What follows belongs to an exercise in optimizing a design on an open flow for small area and a short achievable clock period; a production flow would make more cautious choices. In this exercise RTL edits were held to simulation tests only and were not proved equivalent to the original. Power is estimated from default activity; no workload was simulated.

## DSP
module DSP (a,b,c,d,clk,rst_n,p);
    parameter OPERATION = "ADD" ;
    input [17:0] a,b,d;
    input [47:0] c;
    input clk,rst_n;
    output reg [47:0] p;
    wire [19:0] ax = {2'b00, a};
        reg [8:0] bo, bt, bn;
    reg bz;
    reg [17:0] s1;
    wire [17:0] s0;
    ks18 u_pre (.a(b), .b(d), .s(s0));
    reg [115:0] x;
    reg [47:0] r0;
    reg [47:8] r1;
    reg rc;
    wire [47:0] cd = {c[47:36] - 12'd1, c[35:0]};
    wire [115:0] xn;
    wire [8:0] nn = ~bn;
    wire [18:0] sx = {1'b0, s1};
    wire [18:0] sy = {s1, 1'b0};
    wire [17:0] pz = {18{bz}} & s1;
    wire [18:0] pp0 = (({19{bo[0]}} & sx) | ({19{bt[0]}} & sy)) ^ {19{bn[0]}};
    wire [18:0] pp1 = (({19{bo[1]}} & sx) | ({19{bt[1]}} & sy)) ^ {19{bn[1]}};
    wire [18:0] pp2 = (({19{bo[2]}} & sx) | ({19{bt[2]}} & sy)) ^ {19{bn[2]}};
    wire [18:0] pp3 = (({19{bo[3]}} & sx) | ({19{bt[3]}} & sy)) ^ {19{bn[3]}};
    wire [18:0] pp4 = (({19{bo[4]}} & sx) | ({19{bt[4]}} & sy)) ^ {19{bn[4]}};
    wire [18:0] pp5 = (({19{bo[5]}} & sx) | ({19{bt[5]}} & sy)) ^ {19{bn[5]}};
    wire [18:0] pp6 = (({19{bo[6]}} & sx) | ({19{bt[6]}} & sy)) ^ {19{bn[6]}};
    wire [18:0] pp7 = (({19{bo[7]}} & sx) | ({19{bt[7]}} & sy)) ^ {19{bn[7]}};
    wire [18:0] pp8 = (({19{bo[8]}} & sx) | ({19{bt[8]}} & sy)) ^ {19{bn[8]}};
    wire fs1, fk1;
    wire fs2, fk2;
    wire fs3, fk3;
    wire fs4, fk4;
    wire fs5, fk5;
    wire fs6, fk6;
    wire fs7, fk7;
    wire fs8, fk8;
    wire fs9, fk9;
    wire fs10, fk10;
    wire fs11, fk11;
    wire fs12, fk12;
    wire fs13, fk13;
    wire fs14, fk14;
    wire fs15, fk15;
    wire fs16, fk16;
    wire fs17, fk17;
    wire fs18, fk18;
  ...
export LEC_CHECK = 0
export CAP_MARGIN = 20
export CORE_MARGIN = 2
export CORE_UTILIZATION = 60
export CTS_BUF_LIST = sky130_fd_sc_hd__clkbuf_8
export CTS_CLUSTER_DIAMETER = 60
export CTS_CLUSTER_SIZE = 16
export SETUP_SLACK_MARGIN = 4.6
export SLEW_MARGIN = 20
export SYNTH_HIERARCHICAL = 1
export SYNTH_MINIMUM_KEEP_SIZE = 0
create_clock -name core_clock -period 7.0 [get_ports {clk}]
standard.sh (not shown) runs the stock make flow with config.mk's settings and CLKGATE_MAP_FILE= SYNTH_SCRIPT=/design/flow/synth_recipe.tcl, a recipe that flattens the netlist after the stock synthesis.
==> flow/flow/run.sh <==
#!/bin/bash
# Standard ORFS layout (the standard.sh, unchanged synthesis), except:
# - the input and output ports are buffered with a plain buf_1 instead of the
#   delay-type buffer that buffer_ports picks by default;
# - clock tree synthesis inserts no dummy load cells.
set -euo pipefail
bash standard.sh \
  "BUFFER_PORTS_ARGS=-buffer_cell sky130_fd_sc_hd__buf_1" \
  "CTS_ARGS=-sink_clustering_enable -repair_clock_nets -sink_clustering_size 16 -sink_clustering_max_diameter 60 -buf_list sky130_fd_sc_hd__clkbuf_8 -dont_use_dummy_load" \
  finish > orfs_make.log 2>&1
Rerun with:
CORE_UTILIZATION = 50   (was 60)
SETUP_SLACK_MARGIN = 4.5   (was 4.6)
Wire length climbs by 4.6%.
Flip-flop and latch count is unchanged.
Final area is about the same.
Rerun with:
CORE_UTILIZATION = 67   (was 50)
=> The changed run passed the timing, DRC and antenna checks; final cell count came out lower by 6.3%; cell area falls by 1.5%; die area shrinks by 25%; flip-flop and latch count does not change; wire length went down by 5.7%; power stays flat; worst hold slack improved by 0.040 ns.
Rerun with:
CORE_UTILIZATION = 60   (was 67)
Global-route usage goes down by 2.2 points.
Critical path depth goes down by 7.
Utilization goes down by 7.9 points.
Worst hold slack is about the same.
Flip-flop and latch count does not change.
Sequential power is about the same.
First-iteration DRC count goes down by 23%.
Final area goes up by 0.79%.
Die area goes up by 11%.
Via count barely changes.
Power goes down by 0.48%.
Rerun with:
==> flow/flow/run.sh (replaced) <==
#!/bin/bash
# Standard ORFS layout (the standard.sh, unchanged synthesis), except that the
# input and output ports are buffered with a plain buffer cell instead of the
# delay-type buffer that buffer_ports picks by default.
set -euo pipefail
bash standard.sh "BUFFER_PORTS_ARGS=-buffer_cell sky130_fd_sc_hd__buf_1" finish > orfs_make.log 2>&1
Outcome: Non-clock buffer count falls by 1; hold slack gets worse by 0.0054 ns; synthesized area is unchanged; die area stays the same.
Rerun with:
CTS_CLUSTER_DIAMETER = not set   (was 60)
CTS_CLUSTER_SIZE = not set   (was 16)
Maximum frequency shrinks by 0.92%.
Final area grows by 2.2%.
Power grows by 5.2%.
Sequential power hardly moves.
Routed wire length grows by 1.5%.
Core utilization grows by 1.5 points.
Synthesized area stays the same.
First-iteration DRC count shrinks by 9.8%.
Clock skew grows by 0.0099 ns.
Combinational power hardly moves.

[afterwards: timing with drivers on the ports]
In the flow no input, the clock included, has a driving cell. The finished layouts below were timed again as built, in two steps.
Step 1 (the two cells are an assumption about what drives the block):
set clk [get_ports {clk}]
set_driving_cell -lib_cell sky130_fd_sc_hd__clkbuf_16 $clk
set_driving_cell -lib_cell sky130_fd_sc_hd__buf_2 [delete_from_list [all_inputs] $clk]
Step 2 also shifts input and output timing later by t, the mid clock arrival at the registers, as if the neighbouring blocks saw the same clock.
Three values: ideal ports, drivers, drivers and shift; two values: the first two.
run | t, ns | setup WS [ns] | worst setup path at the end | worst register clock-pin slew, ns
the first run | 0.603 | 4.476 / 4.467 / 3.919 | input to register | 0.10 / 0.10
the second run | 0.639 | 4.432 / 4.418 / 3.880 | input to register | 0.10 / 0.10
the third run | 0.598 | 4.500 / 4.466 / 3.920 | input to register | 0.10 / 0.10
the fourth run | 0.592 | 4.479 / 4.475 / 3.916 | input to register | 0.10 / 0.10
the fifth run | 0.619 | 4.484 / 4.469 / 3.903 | input to register | 0.10 / 0.10
the sixth run | 0.611 | 4.460 / 4.460 / 3.873 | input to register | 0.07 / 0.07
After both steps every run listed still meets setup and hold. For the sixth run, which loses most, drivers alone change the setup slack by 0.000 ns; drivers and shift together by -0.587 ns.
